This design comes from an exercise in tuning for small area on the open sky130 flow, not from production work. Only simulation tests tie the RTL to the original design; equivalence was not proved. The clock input has no modelled driver; a real chip could not lean on it and would need a root buffer or a full tree. No activity file was given, so power comes from the tool's default toggle rates.

==> flow/design.v (excerpt) <==
module uart_fifo_ctrl(
	input wire clk,
	input wire rst,
	input wire rx,
	output wire tx
);
Size in the first run: ~290 cells after synthesis, ~4 I/O pins, roughly 4500 µm² of cells after synthesis.
clock: 10.0 ns
lec_check: 0
cap_margin: 20
core_margin: 2
core_utilization: 70
slew_margin: 20
standard.sh (not shown) runs the stock make flow with config.mk's settings and CLKGATE_MAP_FILE= SYNTH_SCRIPT=/design/flow/synth_recipe.tcl, a recipe that flattens the netlist after the stock synthesis.
==> flow/flow/run.sh <==
#!/bin/bash
# Standard layout (standard.sh) with these changes:
#  - synthesis uses an area-oriented abc script (flow/synth.tcl,
#    flow/abc_area.script) in place of ORFS's abc_speed.script;
#  - after floorplanning, combinational cells are set to their smallest
#    drive strength (downsize.tcl); placement's repair sizes up where needed;
#  - ports are buffered with buf_1 cells;
#  - the clock tree is built by manual_cts.tcl: one root buffer driving 18
#    leaf buffers, each at the centre of an equal-sized group of flip-flops.
# Each tool's output is in the ORFS logs under orfs/logs; make's own output
# is in standard_flow.log.
set -euo pipefail
W=$PWD
F=$W/flow
rm -rf "$W/area_scripts"
cp -r "$FLOW_HOME/scripts" "$W/area_scripts"
cp "$F/abc_area.script" "$W/area_scripts/abc_speed.script"
export AREA_SCRIPTS_DIR=$W/area_scripts
export POST_FLOORPLAN_TCL=$F/downsize.tcl
export PRE_CTS_TCL=$F/manual_cts.tcl
export BUFFER_PORTS_ARGS="-buffer_cell sky130_fd_sc_hd__buf_1"
export MCTS_N=18 MCTS_ROOTS=1 MCTS_CELL=sky130_fd_sc_hd__clkbuf_4 MCTS_ROOT=sky130_fd_sc_hd__clkbuf_8
bash standard.sh SYNTH_SCRIPT="$F/synth.tcl" finish > standard_flow.log 2>&1
==> flow/flow/manual_cts.tcl <==
set mcts_n $::env(MCTS_N)
set block [ord::get_db_block]
set db [ord::get_db]
set clk_net [$block findNet clk]

proc mcts_split {pts n} {
  # pts: list of {x y iterm}; returns a list of n groups
  if {$n <= 1} { return [list $pts] }
  set n1 [expr {$n / 2}]
  set n2 [expr {$n - $n1}]
  set xs [lsort -real [lmap p $pts {lindex $p 0}]]
  set ys [lsort -real [lmap p $pts {lindex $p 1}]]
  set idx [expr {[string is double [lindex $xs end]] ? 0 : 0}]
  if {[lindex $xs end] - [lindex $xs 0] >= [lindex $ys end] - [lindex $ys 0]} { set idx 0 } else { set idx 1 }
  set s [lsort -real -index $idx $pts]
  set k [expr {int(round(double([llength $pts]) * $n1 / $n))}]
  return [concat [mcts_split [lrange $s 0 [expr {$k - 1}]] $n1] [mcts_split [lrange $s $k end] $n2]]
}

proc mcts_buffer {block db cell name in_net out_net x y} {
  set master [$db findMaster $cell]
  set inst [odb::dbInst_create $block $master $name]
  $inst setLocation [expr {int($x)}] [expr {int($y)}]
  $inst setPlacementStatus PLACED
  foreach mt [$master getMTerms] {
    if {[$mt getSigType] == "POWER" || [$mt getSigType] == "GROUND"} continue
    if {[$mt getIoType] == "INPUT"} { [$inst findITerm [$mt getName]] connect $in_net }
    if {[$mt getIoType] == "OUTPUT"} { [$inst findITerm [$mt getName]] connect $out_net }
  }
  return $inst
}

set pts {}
foreach it [$clk_net getITerms] {
  set bb [[$it getInst] getBBox]
  lappend pts [list [expr {([$bb xMin] + [$bb xMax]) / 2.0}] [expr {([$bb yMin] + [$bb yMax]) / 2.0}] $it]
}
puts "manual cts: [llength $pts] sinks, $mcts_n buffers of $::env(MCTS_CELL)"
set groups [mcts_split $pts $mcts_n]
# Leaf buffers come in bisection order, so consecutive leaves are near each
# other; with roots, each of the MCTS_ROOTS root buffers drives one run of
# consecutive leaves.
set n_roots [expr {$mcts_n > 4 ? (([info exists ::env(MCTS_ROOTS)] && $::env(MCTS_ROOTS) ne "") ? $::env(MCTS_ROOTS) : 1) : 0}]
set leaf_src {}
for {set r 0} {$r < $n_roots} {incr r} {
  set net [odb::dbNet_create $block "clknet_m_root_$r"]
  $net setSigType CLOCK
  lappend root_nets $net
}
set k 0
array unset leaf_xy
foreach g $groups {
  set sx 0; set sy 0
  foreach p $g { set sx [expr {$sx + [lindex $p 0]}]; set sy [expr {$sy + [lindex $p 1]}] }
  set x [expr {$sx / [llength $g]}]; set y [expr {$sy / [llength $g]}]
  set net [odb::dbNet_create $block "clknet_m_$k"]
  $net setSigType CLOCK
  foreach p $g { set it [lindex $p 2]; $it disconnect; $it connect $net }
  if {$n_roots > 0} {
    set r [expr {$k * $n_roots / $mcts_n}]
    set src [lindex $root_nets $r]
    lappend leaf_xy($r) [list $x $y]
  } else {
    set src $clk_net
  }
  mcts_buffer $block $db $::env(MCTS_CELL) "clkbuf_m_$k" $src $net $x $y
  puts "  buffer $k at $x $y drives [llength $g] sinks"
  incr k
}
for {set r 0} {$r < $n_roots} {incr r} {
  set sx 0; set sy 0
  foreach p $leaf_xy($r) { set sx [expr {$sx + [lindex $p 0]}]; set sy [expr {$sy + [lindex $p 1]}] }
  set n [llength $leaf_xy($r)]
  mcts_buffer $block $db $::env(MCTS_ROOT) "clkbuf_m_root_$r" $clk_net [lindex $root_nets $r] [expr {$sx / $n}] [expr {$sy / $n}]
  puts "  root buffer $r drives $n leaf buffers"
}
rename clock_tree_synthesis orig_clock_tree_synthesis
proc clock_tree_synthesis {args} { puts "clock_tree_synthesis replaced by the manual tree" }
Other scripts of this flow, unchanged in this note and not shown: flow/flow/abc_area.script, flow/flow/downsize.tcl, flow/flow/synth.tcl
Rerun with:
--- a/flow/flow/run.sh
+++ b/flow/flow/run.sh
@@ -6,5 +6,5 @@
 #    drive strength (downsize.tcl); placement's repair sizes up where needed;
 #  - ports are buffered with buf_1 cells;
-#  - the clock tree is built by manual_cts.tcl: one root buffer driving 18
+#  - the clock tree is built by manual_cts.tcl: one root buffer driving 16
 #    leaf buffers, each at the centre of an equal-sized group of flip-flops.
 # Each tool's output is in the ORFS logs under orfs/logs; make's own output
@@ -20,4 +20,4 @@
 export PRE_CTS_TCL=$F/manual_cts.tcl
 export BUFFER_PORTS_ARGS="-buffer_cell sky130_fd_sc_hd__buf_1"
-export MCTS_N=18 MCTS_ROOTS=1 MCTS_CELL=sky130_fd_sc_hd__clkbuf_4 MCTS_ROOT=sky130_fd_sc_hd__clkbuf_8
+export MCTS_N=16 MCTS_ROOTS=1 MCTS_CELL=sky130_fd_sc_hd__clkbuf_4 MCTS_ROOT=sky130_fd_sc_hd__clkbuf_8
 bash standard.sh SYNTH_SCRIPT="$F/synth.tcl" finish > standard_flow.log 2>&1
Outcome:
- The new run finished with timing, DRC and antenna clean
- critical path depth does not change
- setup slack hardly moves
- via count decreases by about 1.3%
- wire length decreases by about 0.4%
- clock skew stays flat
- die area stays the same
- power falls by about 0.8%
- final area goes down by about 0.3%
- synthesized area does not change
- combinational power barely changes
- flip-flop and latch count stays the same
Rerun with:
--- a/flow/flow/run.sh
+++ b/flow/flow/run.sh
@@ -6,5 +6,5 @@
 #    drive strength (downsize.tcl); placement's repair sizes up where needed;
 #  - ports are buffered with buf_1 cells;
-#  - the clock tree is built by manual_cts.tcl: one root buffer driving 16
+#  - the clock tree is built by manual_cts.tcl: one root buffer driving 17
 #    leaf buffers, each at the centre of an equal-sized group of flip-flops.
 # Each tool's output is in the ORFS logs under orfs/logs; make's own output
@@ -20,4 +20,4 @@
 export PRE_CTS_TCL=$F/manual_cts.tcl
 export BUFFER_PORTS_ARGS="-buffer_cell sky130_fd_sc_hd__buf_1"
-export MCTS_N=16 MCTS_ROOTS=1 MCTS_CELL=sky130_fd_sc_hd__clkbuf_4 MCTS_ROOT=sky130_fd_sc_hd__clkbuf_8
+export MCTS_N=17 MCTS_ROOTS=1 MCTS_CELL=sky130_fd_sc_hd__clkbuf_4 MCTS_ROOT=sky130_fd_sc_hd__clkbuf_8
 bash standard.sh SYNTH_SCRIPT="$F/synth.tcl" finish > standard_flow.log 2>&1
CORE_UTILIZATION = 80   (was 70)
Via count grows by 14%.
Setup slack gets worse by 0.16 ns.
Synthesized area does not change.
Final area stays flat.
Fmax shrinks by 3.9%.
Clock skew climbs by 0.0041 ns.
No run of this note takes its clock network from TritonCTS; it comes from the design's own scripts or RTL.

---

uart_fifo_ctrl, a different RTL version from the one above (not shown whole).
For scale: roughly 310 cells after synthesis, ~170 flip-flops, about 4 I/O pins, about 4800 sq um of cells after synthesis.
Settings: LEC_CHECK=0, CAP_MARGIN=20, CORE_MARGIN=2, CORE_UTILIZATION=60, CTS_BUF_LIST=sky130_fd_sc_hd__clkbuf_8, SLEW_MARGIN=20; clock period 10.0 ns.
run.sh (not shown) runs the stock make flow with config.mk's settings and CLKGATE_MAP_FILE= SYNTH_SCRIPT=/design/flow/synth_recipe.tcl, a recipe that flattens the netlist after the stock synthesis.
Stock flow here: none of the scripts above is used.
The first run completed without violations.
Next try:
CORE_UTILIZATION = 40   (was 60)
CTS_BUF_LIST = default   (was sky130_fd_sc_hd__clkbuf_8)
Count of clock-buffer cells in the layout is higher by 4.
Wire length is lower by 1.8%.
Design area is higher by 4.6%.
Final cell count is higher by 10%.
Utilization is lower by 22 points.
Die area is higher by 48%.
Worst setup slack improved by 0.096 ns.
Register-to-register slack is about the same.
Sequential share of layout area is lower by 3.1 points.
Via count stays flat.
Total power is higher by 9.3%.
Next try:
==> flow/flow/run.sh (new file) <==
#!/bin/bash
# Standard layout, except that clock tree synthesis inserts no dummy loads.
set -euo pipefail
export CTS_ARGS="-sink_clustering_enable -repair_clock_nets -dont_use_dummy_load -buf_list sky130_fd_sc_hd__clkbuf_8"
bash standard.sh > standard_flow.log 2>&1
==> flow/standard.sh (new file) <==
#!/bin/bash
# synth_recipe.tcl (not shown) runs the flow's synth.tcl, then flattens the netlist and writes it again
# the make line also repeats each setting of config.mk as NAME=value (left out here)
make -C /OpenROAD-flow-scripts/flow DESIGN_CONFIG=/design/flow/config.mk WORK_HOME=/design/flow/orfs CLKGATE_MAP_FILE= SYNTH_SCRIPT=/design/flow/synth_recipe.tcl "${@:-finish}"
CORE_UTILIZATION = 60   (was 40)
removed: flow/run.sh
=>
- design area goes down by a little under a tenth
- maximum frequency hardly moves
- flip-flop and latch count does not change
- synthesized cell count is unchanged
- routed wire length goes down slightly
- critical path depth does not change
- global-route usage goes up by 5.5 points
- setup slack improved by 0.0064 ns

---

uart_fifo_ctrl, a different RTL version from the one above (not shown whole).
Size: roughly 280 cells after synthesis, ~170 flip-flops, roughly 0.0045 mm^2 of cells after synthesis.
## uart_fifo_ctrl
module uart_fifo_ctrl(
	input wire clk,
	input wire rst,
	input wire rx,
	output wire tx
);
export LEC_CHECK = 0
export CAP_MARGIN = 20
export CORE_MARGIN = 2
export CORE_UTILIZATION = 70
export SLEW_MARGIN = 20
create_clock -name core_clock -period 10.0 [get_ports {clk}]
standard.sh (not shown) runs the stock make flow with config.mk's settings and CLKGATE_MAP_FILE= SYNTH_SCRIPT=/design/flow/synth_recipe.tcl, a recipe that flattens the netlist after the stock synthesis.
==> flow/flow/run.sh <==
#!/bin/bash
# Standard layout (standard.sh) with these changes:
#  - synthesis uses an area-oriented abc script (flow/synth.tcl,
#    flow/abc_area.script) in place of ORFS's abc_speed.script;
#  - after floorplanning, combinational cells are set to their smallest
#    drive strength (downsize.tcl); placement's repair sizes up where needed;
#  - the clock tree is built by manual_cts.tcl: one root buffer driving 18
#    leaf buffers, each at the centre of an equal-sized group of flip-flops.
# Each tool's output is in the ORFS logs under orfs/logs; make's own output
# is in standard_flow.log.
set -euo pipefail
W=$PWD
F=$W/flow
rm -rf "$W/area_scripts"
cp -r "$FLOW_HOME/scripts" "$W/area_scripts"
cp "$F/abc_area.script" "$W/area_scripts/abc_speed.script"
export AREA_SCRIPTS_DIR=$W/area_scripts
export POST_FLOORPLAN_TCL=$F/downsize.tcl
export PRE_CTS_TCL=$F/manual_cts.tcl
export MCTS_N=18 MCTS_ROOTS=1 MCTS_CELL=sky130_fd_sc_hd__clkbuf_4 MCTS_ROOT=sky130_fd_sc_hd__clkbuf_16
bash standard.sh SYNTH_SCRIPT="$F/synth.tcl" finish > standard_flow.log 2>&1
Scripts as last shown in full above: flow/flow/manual_cts.tcl
Other scripts of this flow, unchanged in this note and not shown: flow/flow/abc_area.script, flow/flow/downsize.tcl, flow/flow/synth.tcl
The starting point ran to the end with no violations.
Rerun with:
--- a/flow/flow/run.sh
+++ b/flow/flow/run.sh
@@ -6,0 +7 @@
+#  - ports are buffered with buf_1 cells;
@@ -20 +21,2 @@
-export MCTS_N=18 MCTS_ROOTS=1 MCTS_CELL=sky130_fd_sc_hd__clkbuf_4 MCTS_ROOT=sky130_fd_sc_hd__clkbuf_16
+export BUFFER_PORTS_ARGS="-buffer_cell sky130_fd_sc_hd__buf_1"
+export MCTS_N=18 MCTS_ROOTS=1 MCTS_CELL=sky130_fd_sc_hd__clkbuf_4 MCTS_ROOT=sky130_fd_sc_hd__clkbuf_8
Result:
- The changed run passed the timing, design-rule and antenna checks
- global-route usage shrinks by 1.2 points
- routed wire length shrinks by 5.0%
- sequential power shrinks by about 0.4%
- via count is about the same
- flip-flop and latch count stays the same
- cell area shrinks by 0.62%
- hold slack barely changes
- synthesized area is unchanged
- power goes down by 1.3%
- critical path depth is unchanged
In every run of this note, the design's own scripts or RTL, not TritonCTS, make the clock network.

---

run a:
uart_fifo_ctrl, a different RTL version from the one above (not shown whole).
Size in the first run: roughly 180 flip-flops, about 4 I/O pins, roughly 5100 um2 of cells after synthesis.
Design uart_fifo_ctrl, start of the top module:
module uart_fifo_ctrl(
	input wire clk,
	input wire rst,
	input wire rx,
	output wire tx
);
make LEC_CHECK=0 ABC_AREA=1 CAP_MARGIN=20 CORE_MARGIN=2 CORE_UTILIZATION=60 CTS_BUF_LIST=sky130_fd_sc_hd__clkbuf_8 SLEW_MARGIN=20 finish   # period 10.0 ns
run.sh (not shown) runs the stock make flow with config.mk's settings and CLKGATE_MAP_FILE= SYNTH_SCRIPT=/design/flow/synth_recipe.tcl, a recipe that flattens the netlist after the stock synthesis.
Stock flow here: none of the scripts above is used.
Run a reached the final stage; the timing, design-rule and antenna checks on its layout passed.
For run b, these inputs were changed with respect to run a:
- ABC_AREA no longer set, was 1
- CTS_BUF_LIST no longer set, was sky130_fd_sc_hd__clkbuf_8
- CORE_UTILIZATION now 40, was 60
==> results.txt <==
Status | run b and run a | clean. For cell area, run b and run a come out practically identical. Per the comparison of run b with run a, number of clock buffers in the layout shows an increase of 1; initial cell density of the core shows a reduction of 21 points; compound-gate portion of the synthesized area shows an increase of 1.8 points; arithmetic-cell share of the synthesized area counting full adders, half adders and majority gates shows no meaningful change; number of standard cells in the layout, taps in and fillers out shows a reduction of 50. Run b vs run a: static leakage down.

---

## the previous run
uart_fifo_ctrl, a different RTL version from the one above (not shown whole).
Size in the first run: roughly 290 cells after synthesis, roughly 4500 um2 of cells after synthesis.
==> flow/design.v (excerpt) <==
module uart_fifo_ctrl(
	input wire clk,
	input wire rst,
	input wire rx,
	output wire tx
);
	reg [3:0] pos;
	reg [3:0] rd_off;
	wire do_wr, do_rd;
	always @(posedge clk or posedge rst)
		if (rst)
			pos <= 4'd0;
		else
			pos <= pos + {3'd0, !do_wr};
	reg [127:0] ring;
	wire [7:0] ring_out = ring[127:120];
	wire wr_now;
	reg [7:0] rx_sh;
	wire [7:0] ring_in = wr_now ? rx_sh : ring_out;
	always @(posedge clk)
		ring <= {ring[119:0], ring_in};
	reg [3:0] rx_ph;
	reg [3:0] rx_cnt;
	wire rx_tick = (rx_cnt == 4'd15);
	wire rx_idle = rx_ph[3] && !rx_ph[1] && rx_ph[0] && rx_cnt[0];
	wire rx_wr = rx_idle && !rx_cnt[1];
	always @(posedge clk)
		if (!rx_ph[3] && rx_tick)
			rx_sh <= {rx, rx_sh[7:1]};
	reg [7:0] rx_nxt;
	always @(*) begin
		if (rx_idle)
			rx_nxt = rx ? 8'h93 : 8'hF8;
		else if (rx_tick && rx_ph == 4'd15 && rx)
			rx_nxt = 8'h93;
		else if (rx_tick && rx_ph == 4'd8 && !rx)
			rx_nxt = 8'h92;
		else
			rx_nxt = {rx_ph, rx_cnt} + 8'd1;
	end
	always @(posedge clk or posedge rst)
		if (rst)
			{rx_ph, rx_cnt[1:0]} <= 6'b100111;
		else
			{rx_ph, rx_cnt[1:0]} <= {rx_nxt[7:4], rx_nxt[1:0]};
	always @(posedge clk)
		rx_cnt[3:2] <= rx_nxt[3:2];
	reg last_wr;	 
	reg empty;
	wire [3:0] tx_ph_w;
	wire full = (rd_off == 4'd0 && last_wr) || (tx_ph_w == 4'd6 && rd_off == 4'd1);
	reg pend;	 
	assign do_wr = rx_wr && !full;
	wire ptr_eq = (rd_off == 4'd0);
	wire cnt0 = ptr_eq && !last_wr;
	assign wr_now = pend && (pos == 4'd15);
	wire off_up = do_rd && !do_wr;
	wire off_dn = do_wr && !do_rd;
  ...
==> flow/config.mk <==
export PLATFORM = sky130hd
export DESIGN_NAME = uart_fifo_ctrl
export DESIGN_NICKNAME = uart_fifo_ctrl
export VERILOG_FILES = /design/flow/design.v
export SDC_FILE = /design/flow/constraint.sdc
export NUM_CORES = 4
export LEC_CHECK = 0
export CAP_MARGIN = 20
export CORE_MARGIN = 2
export CORE_UTILIZATION = 70
export SLEW_MARGIN = 20
==> flow/constraint.sdc <==
create_clock -name core_clock -period 10.0 [get_ports {clk}]
set_input_delay 2.0000 -clock core_clock [delete_from_list [all_inputs] [get_ports {clk}]]
set_output_delay 2.0000 -clock core_clock [all_outputs]
set_load 0.01 [all_outputs]
standard.sh (not shown) runs the stock make flow with config.mk's settings and CLKGATE_MAP_FILE= SYNTH_SCRIPT=/design/flow/synth_recipe.tcl, a recipe that flattens the netlist after the stock synthesis.
==> flow/flow/run.sh <==
#!/bin/bash
# Standard layout (standard.sh) with these changes:
#  - synthesis uses an area-oriented abc script (flow/synth.tcl,
#    flow/abc_area.script) in place of ORFS's abc_speed.script;
#  - after floorplanning, combinational cells are set to their smallest
#    drive strength (downsize.tcl); placement's repair sizes up where needed;
#  - ports are buffered with buf_1 cells;
#  - the clock tree is built by manual_cts.tcl: one root buffer driving 15
#    leaf buffers, each at the centre of an equal-sized group of flip-flops.
# Each tool's output is in the ORFS logs under orfs/logs; make's own output
# is in standard_flow.log.
set -euo pipefail
W=$PWD
F=$W/flow
rm -rf "$W/area_scripts"
cp -r "$FLOW_HOME/scripts" "$W/area_scripts"
cp "$F/abc_area.script" "$W/area_scripts/abc_speed.script"
export AREA_SCRIPTS_DIR=$W/area_scripts
export POST_FLOORPLAN_TCL=$F/downsize.tcl
export PRE_CTS_TCL=$F/manual_cts.tcl
export BUFFER_PORTS_ARGS="-buffer_cell sky130_fd_sc_hd__buf_1"
export MCTS_N=15 MCTS_ROOTS=1 MCTS_CELL=sky130_fd_sc_hd__clkbuf_4 MCTS_ROOT=sky130_fd_sc_hd__clkbuf_4
bash standard.sh SYNTH_SCRIPT="$F/synth.tcl" finish > standard_flow.log 2>&1
Scripts as last shown in full above: flow/flow/manual_cts.tcl
Other scripts of this flow, unchanged in this note and not shown: flow/flow/abc_area.script, flow/flow/downsize.tcl, flow/flow/synth.tcl
For the current run, these inputs were changed with respect to the previous run:
-- flow/flow/run.sh --
<<< the previous run, line 7
#  - ports are buffered with buf_1 cells;
#  - the clock tree is built by manual_cts.tcl: one root buffer driving 15
#    leaf buffers, each at the centre of an equal-sized group of flip-flops.
>>> the current run, line 7
#  - ports are buffered with buf_1 cells;
#  - the clock tree is built by manual_cts.tcl: one root buffer driving 16
#    leaf buffers, each at the centre of an equal-sized group of flip-flops.
<<< the previous run, line 21
export BUFFER_PORTS_ARGS="-buffer_cell sky130_fd_sc_hd__buf_1"
export MCTS_N=15 MCTS_ROOTS=1 MCTS_CELL=sky130_fd_sc_hd__clkbuf_4 MCTS_ROOT=sky130_fd_sc_hd__clkbuf_4
bash standard.sh SYNTH_SCRIPT="$F/synth.tcl" finish > standard_flow.log 2>&1
>>> the current run, line 21
export BUFFER_PORTS_ARGS="-buffer_cell sky130_fd_sc_hd__buf_1"
export MCTS_N=16 MCTS_ROOTS=1 MCTS_CELL=sky130_fd_sc_hd__clkbuf_4 MCTS_ROOT=sky130_fd_sc_hd__clkbuf_4
bash standard.sh SYNTH_SCRIPT="$F/synth.tcl" finish > standard_flow.log 2>&1
--- outcome ---
- The proportion of layout cells with a drive suffix above 1 of the current run is higher than that of the previous run.
- Between the previous run and the current run, global-route wire length before repair is lower for the previous run, the current run comes in above that.
- Static leakage: the current run vs the previous run — no meaningful difference
- Shortest clock period the worst path allows after layout on the current run is behind the previous run.
- When the current run is set beside the previous run, its proportion of power drawn by the clock network turns out to be 0.5 points larger.
No run of this note takes its clock network from TritonCTS; it comes from the design's own scripts or RTL.

port drivers added, routing unchanged:
Ports are ideal in the flow. The routed layouts listed here were re-timed in OpenROAD.
Step 1 assumes that a clkbuf_16 drives the clock port and a buf_2 every other input.
Step 2 adds t to the input delays and takes it off the output delays; t is the mean of the earliest and latest rising clock arrival at the registers after step 1. Input paths then give back, and output paths get back, about the clock's delay inside the block.
Slacks: no drivers / after step 1 / after step 2; pairs: no drivers / after step 1.
| run | t (ns) | setup WS [ns] | worst setup path at the end | worst register clock-pin slew, ns |
|---|---|---|---|---|
| the first run of note 1 | 0.430 | 6.064 / 6.036 / 6.466 | register to output | 0.10 / 0.10 |
| the second run of note 1 | 0.424 | 6.067 / 6.038 / 6.462 | register to output | 0.11 / 0.11 |
| the third run of note 1 | 0.438 | 5.906 / 5.879 / 6.317 | register to output | 0.12 / 0.12 |
| the first run of note 2 | 0.449 | 5.625 / 5.595 / 6.044 | register to output | 0.10 / 0.10 |
| the second run of note 2 | 0.446 | 5.722 / 5.683 / 6.129 | register to output | 0.06 / 0.06 |
| the third run of note 2 | 0.436 | 5.728 / 5.697 / 6.133 | register to output | 0.10 / 0.10 |
| the first run of note 3 | 0.380 | 5.744 / 5.711 / 6.091 | register to output | 0.10 / 0.10 |
| the second run of note 3 | 0.440 | 6.042 / 6.013 / 6.453 | register to output | 0.10 / 0.10 |
| run a | 0.472 | 5.920 / 5.889 / 6.360 | register to output | 0.11 / 0.11 |
| run b | 0.440 | 5.855 / 5.821 / 6.261 | register to output | 0.07 / 0.07 |
| the previous run | 0.523 | 5.882 / 5.853 / 6.376 | register to output | 0.11 / 0.11 |
| the current run | 0.540 | 5.868 / 5.838 / 6.378 | register to output | 0.11 / 0.11 |
After both steps setup and hold are still met in every run listed.
